This is an optimization exercise on Yosys and OpenROAD, whose aim is small area, a short achievable clock period and few clock cycles per item, not a production implementation. At most, simulation tests tie the RTL to the original design; equivalence was not proved. Power and IR drop assume default switching activity.

==> flow/design.v (excerpt) <==
module alu_multi_cycle #(
    parameter OPERAND_BUS_WIDTH = 8,
    parameter OPERAND_MAX_DATA_WIDTH = 32,
    parameter RESULT_BUS_WIDTH = 16,
    parameter RESULT_MAX_DATA_WIDTH = 64
) (
    input   wire                            clk,
    input   wire                            rst,  
    input   wire                            operand_valid,
    input   wire [2:0]                      op,
    input   wire [OPERAND_BUS_WIDTH-1:0]    a,
    input   wire [OPERAND_BUS_WIDTH-1:0]    b,
    input   wire                            operand_last,
    output  reg                             ready,
    output  reg                             result_valid,
    output  reg  [RESULT_BUS_WIDTH-1:0]     result,
    output  reg                             result_last,
    output  reg                             result_rst
);
clock: 10.0 ns
lec_check: 0
cap_margin: 20
core_margin: 2
core_utilization: 40
setup_slack_margin: 5
slew_margin: 20
run.sh (not shown) runs the stock make flow with config.mk's settings and CLKGATE_MAP_FILE= SYNTH_SCRIPT=/design/flow/synth_recipe.tcl, a recipe that flattens the netlist after the stock synthesis.
The starting point completed without violations.
Change:
--- a/flow/design.v
+++ b/flow/design.v
@@ -26,42 +26,36 @@
     reg        s_full;    
     reg        m_busy;    
     reg [2:0]  didx;      
     reg [1:0]  d_one, d_two, d_neg;    
     reg        d_top;     
     reg [63:0] o;         
-    reg        ir_v;      
-    reg [7:0]  ir_a, ir_b;
-    reg [2:0]  ir_op;
-    reg        ir_last;
     wire flush = !rst || (operand_valid && op == 3'b111);
     always @(*) result = o[15:0];
     wire is_mul  = (opc == 3'b100);
     wire o_free  = !m_busy && (!result_valid || result_last);
     wire xfer    = s_full && o_free;
     wire step    = m_busy || (xfer && is_mul);
     wire m_done  = (didx == 3'd0);
-    wire accept  = operand_valid && ready;           
-    wire s_can   = !s_full || (xfer && !is_mul) || (step && m_done);
-    wire take    = ir_v && s_can;                      
+    wire accept  = operand_valid && ready;
     wire first   = !s_recv;
-    wire lastb   = ir_last || !first && nb == 2'd3;
+    wire lastb   = operand_last || !first && nb == 2'd3;
     wire o_hi0   = (o[63:32] == 32'd0);
-    wire [2:0] cur_op = first ? ir_op : opc;
+    wire [2:0] cur_op = first ? op : opc;
     wire       cin    = !first && cy;
-    wire [9:0] bsum_x = {1'b0, ir_a, 1'b1} + {1'b0, ir_b, cin};
+    wire [9:0] bsum_x = {1'b0, a, 1'b1} + {1'b0, b, cin};
     wire [8:0] bsum   = bsum_x[9:1];
     reg  [7:0] rbyte;
     reg        rcarry;
     always @(*) begin
         rcarry = 1'b0;
         case (cur_op)
             3'b001: {rcarry, rbyte} = bsum;
-            3'b010: rbyte = ir_a & ir_b;
-            3'b011: rbyte = ir_a ^ ir_b;
-            3'b100: rbyte = ir_a;
+            3'b010: rbyte = a & b;
+            3'b011: rbyte = a ^ b;
+            3'b100: rbyte = a;
             default: rbyte = 8'd0;
         endcase
     end
     function automatic [6:0] benc(input [4:0] x);    
         integer m;
         reg b2, b1, b0;
@@ -75,13 +69,13 @@
             end
             benc[6] = x[4];
         end
     endfunction
     wire [2:0] nd_idx = didx - 3'd1;
     wire [4:0] nd_x   = {opa[{nd_idx, 2'b00} +: 4], (nd_idx == 3'd0) ? 1'b0 : opa[{nd_idx, 2'b00} - 1]};
-    wire [4:0] fd_x   = {ir_a[7:4], ir_a[3]};
+    wire [4:0] fd_x   = {a[7:4], a[3]};
     wire [32:0] pp0 = (({33{d_one[0]}} & {1'b0, opb}) | ({33{d_two[0]}} & {opb, 1'b0})) ^ {33{d_neg[0]}};
     wire [32:0] pp1 = (({33{d_one[1]}} & {1'b0, opb}) | ({33{d_two[1]}} & {opb, 1'b0})) ^ {33{d_neg[1]}};
     wire [41:0] row0 = {6'b111111, !d_neg[0], d_neg[0], d_neg[0], pp0};
     wire [41:0] row1 = {6'd0, !d_neg[1], pp1, 2'b00};
     wire [39:0] accl = m_busy ? {o[35:0], 4'd0} : (d_top ? {4'd0, opb, 4'd0} : 40'd0);
     wire [41:0] arow = {2'd0, accl[39:4], 1'b0, d_neg[1], 1'b0, d_neg[0]};
@@ -100,28 +94,22 @@
             o <= {31'd0, cy && nb == 2'd0, opa[31:25], opa[24] | (cy && nb == 2'd3),
                   opa[23:17], opa[16] | (cy && nb == 2'd2), opa[15:9], opa[8] | (cy && nb == 2'd1), opa[7:0]};
         else
             o <= {16'd0, o[63:16]};
     end
     always @(posedge clk) begin
-        if (ready) begin
-            ir_a    <= a;
-            ir_b    <= b;
-            ir_op   <= op;
-            ir_last <= operand_last;
-        end
-        if (take) begin
+        if (accept) begin
             cy <= rcarry;
             if (first) begin
                 opa <= {24'd0, rbyte};
-                opb <= {24'd0, ir_b};
+                opb <= {24'd0, b};
             end else begin
                 case (nb)
-                    2'd1: begin opa[15:8]  <= rbyte; opb[15:8]  <= ir_b; end
-                    2'd2: begin opa[23:16] <= rbyte; opb[23:16] <= ir_b; end
-                    default: begin opa[31:24] <= rbyte; opb[31:24] <= ir_b; end
+                    2'd1: begin opa[15:8]  <= rbyte; opb[15:8]  <= b; end
+                    2'd2: begin opa[23:16] <= rbyte; opb[23:16] <= b; end
+                    default: begin opa[31:24] <= rbyte; opb[31:24] <= b; end
                 endcase
             end
         end
     end
     reg        s_recv_n, s_full_n, m_busy_n, rv_n, rl_n;
     reg [2:0]  didx_n, opc_n;
@@ -153,18 +141,18 @@
             end
         end else if (xfer) begin
             s_full_n = 1'b0;
             rv_n     = 1'b1;
             rl_n     = 1'b0;
         end
-        if (take) begin
+        if (accept) begin
             if (first) begin
-                opc_n = ir_op;
+                opc_n = op;
                 nb_n  = 2'd1;
-                if (ir_op != 3'b000) begin
-                    if (ir_last) s_full_n = 1'b1;
+                if (op != 3'b000) begin
+                    if (operand_last) s_full_n = 1'b1;
                     else              s_recv_n = 1'b1;
                 end
             end else begin
                 nb_n = nb + 2'd1;
                 if (lastb) begin
                     s_recv_n = 1'b0;
@@ -182,23 +170,21 @@
             m_busy_n = 1'b0;
             rv_n     = 1'b0;
             rl_n     = 1'b0;
         end
     end
     wire o_free_n = !m_busy_n && (!rv_n || rl_n);
-    wire ir_v_n   = !flush && (accept || (ir_v && !take));
-    wire ready_n  = !ir_v_n || !s_full_n || (o_free_n && opc_n != 3'b100) || (m_busy_n && didx_n == 3'd0);
+    wire ready_n  = !s_full_n || (o_free_n && opc_n != 3'b100) || (m_busy_n && didx_n == 3'd0);
     always @(posedge clk) begin
         s_recv       <= s_recv_n;
         s_full       <= s_full_n;
         m_busy       <= m_busy_n;
         didx         <= didx_n;
         opc          <= opc_n;
         nb           <= nb_n;
         {d_top, d_neg, d_two, d_one} <= dsel_n;
         result_valid <= rv_n;
         result_last  <= rl_n;
         ready        <= ready_n;
-        ir_v         <= ir_v_n;
         result_rst   <= flush;
     end
 endmodule
Effect:
- The changed run completed with no timing, DRC or antenna violations
- synthesized cell count rises by 3.6%
- cell area falls by 4.1%
- worst hold slack gains 0.030 ns
- power falls by 30%
- global-route usage rises by 1.9 points
- register-to-register slack gains 0.03 ns
- die area falls by 4.2%
- wire length rises by 4.2%
Testbench counts after the change, summed over its fixed seeds: cycles 31,033, items 8,000.
Only the layout flow was run in the first run of this note; the RTL was not checked for function there.

* * *

10-08:
Another version of the RTL of alu_multi_cycle (not shown whole).
For scale: roughly 43 I/O pins.
==> module alu_multi_cycle, before the edit <==
module alu_multi_cycle #(
    parameter OPERAND_BUS_WIDTH = 8,
    parameter OPERAND_MAX_DATA_WIDTH = 32,
    parameter RESULT_BUS_WIDTH = 16,
    parameter RESULT_MAX_DATA_WIDTH = 64
) (
    input   wire                            clk,
    input   wire                            rst,  
    input   wire                            operand_valid,
    input   wire [2:0]                      op,
    input   wire [OPERAND_BUS_WIDTH-1:0]    a,
    input   wire [OPERAND_BUS_WIDTH-1:0]    b,
    input   wire                            operand_last,
    output  reg                             ready,
    output  reg                             result_valid,
    output  reg  [RESULT_BUS_WIDTH-1:0]     result,
    output  reg                             result_last,
    output  reg                             result_rst
);
    reg [31:0] opa;       
    reg [31:0] opb;       
    reg        cy;        
    reg [2:0]  opc;       
    reg [1:0]  nb;        
    reg        s_recv;    
    reg        s_full;    
    reg        m_busy;    
    reg [2:0]  didx;      
    reg [1:0]  d_one, d_two, d_neg;    
    reg        d_top;     
    reg [63:0] o;         
    wire flush = !rst || (operand_valid && op == 3'b111);
    always @(*) result = o[15:0];
    wire is_mul  = (opc == 3'b100);
    wire o_free  = !m_busy && (!result_valid || result_last);
    wire xfer    = s_full && o_free;
    wire step    = m_busy || (xfer && is_mul);
    wire m_done  = (didx == 3'd0);
    wire accept  = operand_valid && ready;
    wire first   = !s_recv;
    wire lastb   = operand_last || !first && nb == 2'd3;
    wire o_hi0   = (o[63:32] == 32'd0);
    wire [2:0] cur_op = first ? op : opc;
    wire       cin    = !first && cy;
    wire [9:0] bsum_x = {1'b0, a, 1'b1} + {1'b0, b, cin};
    wire [8:0] bsum   = bsum_x[9:1];
    reg  [7:0] rbyte;
    reg        rcarry;
    always @(*) begin
        rcarry = 1'b0;
        case (cur_op)
            3'b001: {rcarry, rbyte} = bsum;
            3'b010: rbyte = a & b;
            3'b011: rbyte = a ^ b;
            3'b100: rbyte = a;
            default: rbyte = 8'd0;
        endcase
    end
    function automatic [6:0] benc(input [4:0] x);    
        integer m;
        reg b2, b1, b0;
        begin
            benc = 7'd0;
            for (m = 0; m < 2; m = m + 1) begin
                b2 = x[2*m+2]; b1 = x[2*m+1]; b0 = x[2*m];
                benc[m]   = b1 ^ b0;
                benc[2+m] = (b2 & !b1 & !b0) | (!b2 & b1 & b0);
                benc[4+m] = b2 & !(b1 & b0);
            end
            benc[6] = x[4];
        end
    endfunction
    wire [2:0] nd_idx = didx - 3'd1;
    wire [4:0] nd_x   = {opa[{nd_idx, 2'b00} +: 4], (nd_idx == 3'd0) ? 1'b0 : opa[{nd_idx, 2'b00} - 1]};
    wire [4:0] fd_x   = {a[7:4], a[3]};
    reg [41:0] row0, row1;
    always @(*) begin
        row0 = {8'd0, !d_neg[0], ((({33{d_one[0]}} & {1'b0, opb}) | ({33{d_two[0]}} & {opb, 1'b0})) ^ {33{d_neg[0]}})};
        row1 = {6'd0, !d_neg[1], ((({33{d_one[1]}} & {1'b0, opb}) | ({33{d_two[1]}} & {opb, 1'b0})) ^ {33{d_neg[1]}}), 2'b00};
    end
    wire [63:0] kon  = 64'hffffffffffffffff - 64'h0000000a00000000 + 64'd1;   
    wire [63:0] arow = m_busy ? {o[59:0], 1'b0, d_neg[1], 1'b0, d_neg[0]}
                              : {24'd0, (d_top ? opb : 32'd0), 1'b0, d_neg[1], 1'b0, d_neg[0]};
    function automatic [127:0] csa(input [63:0] x, input [63:0] y, input [63:0] z);
        csa = {((x & y) | (x & z) | (y & z)) << 1, x ^ y ^ z};
    endfunction
    wire [127:0] l1  = csa({22'd0, row0}, {22'd0, row1}, arow);
    wire [127:0] l2  = csa(l1[63:0], l1[127:64], kon);
    wire [63:0] macc = l2[63:0] + l2[127:64];
    always @(posedge clk) begin
        if (step)
            o <= macc;
        else if (xfer)
            o <= {31'd0, cy && nb == 2'd0, opa[31:25], opa[24] | (cy && nb == 2'd3),
                  opa[23:17], opa[16] | (cy && nb == 2'd2), opa[15:9], opa[8] | (cy && nb == 2'd1), opa[7:0]};
        else
            o <= {16'd0, o[63:16]};
    end
    always @(posedge clk) begin
        if (accept) begin
            cy <= rcarry;
            if (first) begin
                opa <= {24'd0, rbyte};
                opb <= {24'd0, b};
            end else begin
                case (nb)
                    2'd1: begin opa[15:8]  <= rbyte; opb[15:8]  <= b; end
                    2'd2: begin opa[23:16] <= rbyte; opb[23:16] <= b; end
                    default: begin opa[31:24] <= rbyte; opb[31:24] <= b; end
                endcase
            end
        end
    end
    reg        s_recv_n, s_full_n, m_busy_n, rv_n, rl_n;
    reg [2:0]  didx_n, opc_n;
    reg [1:0]  nb_n;
    reg [6:0]  dsel_n;
    always @(*) begin
        s_recv_n = s_recv;
        s_full_n = s_full;
        m_busy_n = m_busy;
        didx_n   = didx;
        opc_n    = opc;
        nb_n     = nb;
        dsel_n   = {d_top, d_neg, d_two, d_one};
        if (result_valid && !result_last) begin
            rv_n = 1'b1;
            rl_n = o_hi0;
        end else begin
            rv_n = 1'b0;
            rl_n = 1'b0;
        end
        if (step) begin
            didx_n   = nd_idx;
            dsel_n   = benc(nd_x);
            m_busy_n = !m_done;
            if (m_done) begin
                s_full_n = 1'b0;
                rv_n     = 1'b1;
                rl_n     = 1'b0;
            end
        end else if (xfer) begin
            s_full_n = 1'b0;
            rv_n     = 1'b1;
            rl_n     = 1'b0;
        end
        if (accept) begin
            if (first) begin
                opc_n = op;
                nb_n  = 2'd1;
                if (op != 3'b000) begin
                    if (operand_last) s_full_n = 1'b1;
                    else              s_recv_n = 1'b1;
                end
            end else begin
                nb_n = nb + 2'd1;
                if (lastb) begin
                    s_recv_n = 1'b0;
                    s_full_n = 1'b1;
                end
            end
            if (lastb) begin
                didx_n = {nb, 1'b1} & {first ? 2'b00 : 2'b11, 1'b1};
                dsel_n = benc(fd_x);
            end
        end
        if (flush) begin
            s_recv_n = 1'b0;
            s_full_n = 1'b0;
            m_busy_n = 1'b0;
            rv_n     = 1'b0;
            rl_n     = 1'b0;
        end
    end
    wire o_free_n = !m_busy_n && (!rv_n || rl_n);
    wire ready_n  = !s_full_n || (o_free_n && opc_n != 3'b100) || (m_busy_n && didx_n == 3'd0);
    always @(posedge clk) begin
        s_recv       <= s_recv_n;
        s_full       <= s_full_n;
        m_busy       <= m_busy_n;
        didx         <= didx_n;
        opc          <= opc_n;
        nb           <= nb_n;
        {d_top, d_neg, d_two, d_one} <= dsel_n;
        result_valid <= rv_n;
        result_last  <= rl_n;
        ready        <= ready_n;
        result_rst   <= flush;
    end
endmodule
Settings: LEC_CHECK=0, CAP_MARGIN=20, CORE_MARGIN=2, CORE_UTILIZATION=40, SETUP_SLACK_MARGIN=5, SLEW_MARGIN=20; clock period 10.0 ns.
Inputs modified between 10-08 and 12-14:
-- flow/design.v --
<<< 10-08, line 74
    wire [4:0] nd_x   = {opa[{nd_idx, 2'b00} +: 4], (nd_idx == 3'd0) ? 1'b0 : opa[{nd_idx, 2'b00} - 1]};
    wire [4:0] fd_x   = {a[7:4], a[3]};
    reg [41:0] row0, row1;
    always @(*) begin
        row0 = {8'd0, !d_neg[0], ((({33{d_one[0]}} & {1'b0, opb}) | ({33{d_two[0]}} & {opb, 1'b0})) ^ {33{d_neg[0]}})};
        row1 = {6'd0, !d_neg[1], ((({33{d_one[1]}} & {1'b0, opb}) | ({33{d_two[1]}} & {opb, 1'b0})) ^ {33{d_neg[1]}}), 2'b00};
    end
    wire [63:0] kon  = 64'hffffffffffffffff - 64'h0000000a00000000 + 64'd1;   
    wire [63:0] arow = m_busy ? {o[59:0], 1'b0, d_neg[1], 1'b0, d_neg[0]}
                              : {24'd0, (d_top ? opb : 32'd0), 1'b0, d_neg[1], 1'b0, d_neg[0]};
    function automatic [127:0] csa(input [63:0] x, input [63:0] y, input [63:0] z);
        csa = {((x & y) | (x & z) | (y & z)) << 1, x ^ y ^ z};
    endfunction
    wire [127:0] l1  = csa({22'd0, row0}, {22'd0, row1}, arow);
    wire [127:0] l2  = csa(l1[63:0], l1[127:64], kon);
    wire [63:0] macc = l2[63:0] + l2[127:64];
    always @(posedge clk) begin
        if (step)
>>> 12-14, line 74
    wire [4:0] nd_x   = {opa[{nd_idx, 2'b00} +: 4], (nd_idx == 3'd0) ? 1'b0 : opa[{nd_idx, 2'b00} - 1]};
    wire [4:0] fd_x   = {a[7:4], a[3]};
    function automatic [41:0] add42(input [41:0] x, input [41:0] y);
        reg [41:0] g, p, g0, p0;
        integer i, l, j;
        begin
            g0 = x & y;
            p0 = x ^ y;
            g = g0;
            p = p0;
            for (l = 0; l < 6; l = l + 1) begin
                for (i = 41; i >= 0; i = i - 1) begin
                    if ((i >> l) & 1) begin
                        j = ((i >> l) << l) - 1;
                        g[i] = g[i] | (p[i] & g[j]);
                        p[i] = p[i] & p[j];
                    end
                end
            end
            add42[0] = p0[0];
            for (i = 1; i < 42; i = i + 1) add42[i] = p0[i] ^ g[i-1];
        end
    endfunction
    wire [32:0] pp0 = (({33{d_one[0]}} & {1'b0, opb}) | ({33{d_two[0]}} & {opb, 1'b0})) ^ {33{d_neg[0]}};
    wire [32:0] pp1 = (({33{d_one[1]}} & {1'b0, opb}) | ({33{d_two[1]}} & {opb, 1'b0})) ^ {33{d_neg[1]}};
    wire [41:0] row0 = {6'b111111, !d_neg[0], d_neg[0], d_neg[0], pp0};
    wire [41:0] row1 = {6'd0, !d_neg[1], pp1, 2'b00};
    wire [39:0] accl = m_busy ? {o[35:0], 4'd0} : (d_top ? {4'd0, opb, 4'd0} : 40'd0);
    wire [41:0] arow = {2'd0, accl[39:4], 1'b0, d_neg[1], 1'b0, d_neg[0]};
    wire [41:0] c1s  = row0 ^ row1 ^ arow;
    wire [41:0] c1c  = ((row0 & row1) | (row0 & arow) | (row1 & arow)) << 1;
    wire [41:0] lsum = add42(c1s, c1c);
    wire [23:0] acch = m_busy ? o[59:36] : 24'd0;
    wire [23:0] hinc = acch + 24'd1;
    wire [23:0] hdec = acch - 24'd1;
    wire [23:0] hsum = lsum[41] ? hdec : (lsum[40] ? hinc : acch);
    wire [63:0] macc = {hsum, lsum[39:0]};
    always @(posedge clk) begin
        if (step)
Findings:
Against 10-08, 12-14 comes in 0.0014 mm² lower on area taken by multi-input logic gates. Comparing 12-14 and 10-08, slew at the pin closest to its max-slew limit is lower on 12-14. Summary: clock period minus final worst setup slack, 12-14 better than 10-08. On critical path depth: between 12-14 and 10-08, it ends up higher for 10-08. The wire length of the first global-routing pass number comes out lower for 12-14 vs 10-08. Die area, 12-14 and 10-08: lower on 12-14. 12-14: basic-gate share of the synthesized area counting and, or, nand and nor cells 0.57 points below 10-08. Looking only at portion of the layout cell area used by non-clock buffers, and setting everything else aside, the lower value of 12-14 and 10-08 goes to 12-14. 12-14 vs. 10-08: clock share of power +3.3 points; post-synthesis adder-cell area fraction went down; fraction of area in clock buffers and inverters climbed 0.32 points; gate count after technology mapping decreased by 241 relative to the old numbers; sequential share of layout area up 3.1 points. 12-14 consumes less power than 10-08 does.
Testbench counts of 12-14, summed over its fixed seeds: cycles 31,033, items 8,000.
No functional check of the RTL was part of 10-08.

## re-timing with driven ports
How much do the figures lean on ideal ports? The routed layouts below were timed once more, with nothing changed but the port constraints.
Step 1 (the two cells are an assumption about what drives the block):
set clk [get_ports {clk}]
set_driving_cell -lib_cell sky130_fd_sc_hd__clkbuf_16 $clk
set_driving_cell -lib_cell sky130_fd_sc_hd__buf_2 [delete_from_list [all_inputs] $clk]
Step 2 also shifts input and output timing later by t, the mid clock arrival at the registers, as if the neighbouring blocks saw the same clock.
Three values: ideal ports, drivers, drivers and shift; two values: the first two.
run | t (ns) | slack for setup (ns) | worst setup path at the end
the first run of note 1 | 0.494 | 5.162 / 5.162 / 5.162 | register to register
the second run of note 1 | 0.475 | 5.192 / 5.192 / 5.158 | input to register
10-08 | 0.475 | 5.253 / 5.253 / 5.014 | input to register
12-14 | 0.475 | 5.282 / 5.282 / 5.144 | input to register
After both steps every run listed still meets setup and hold. For 10-08, which loses most, drivers alone change the setup slack by 0.000 ns; drivers and shift together by -0.239 ns.
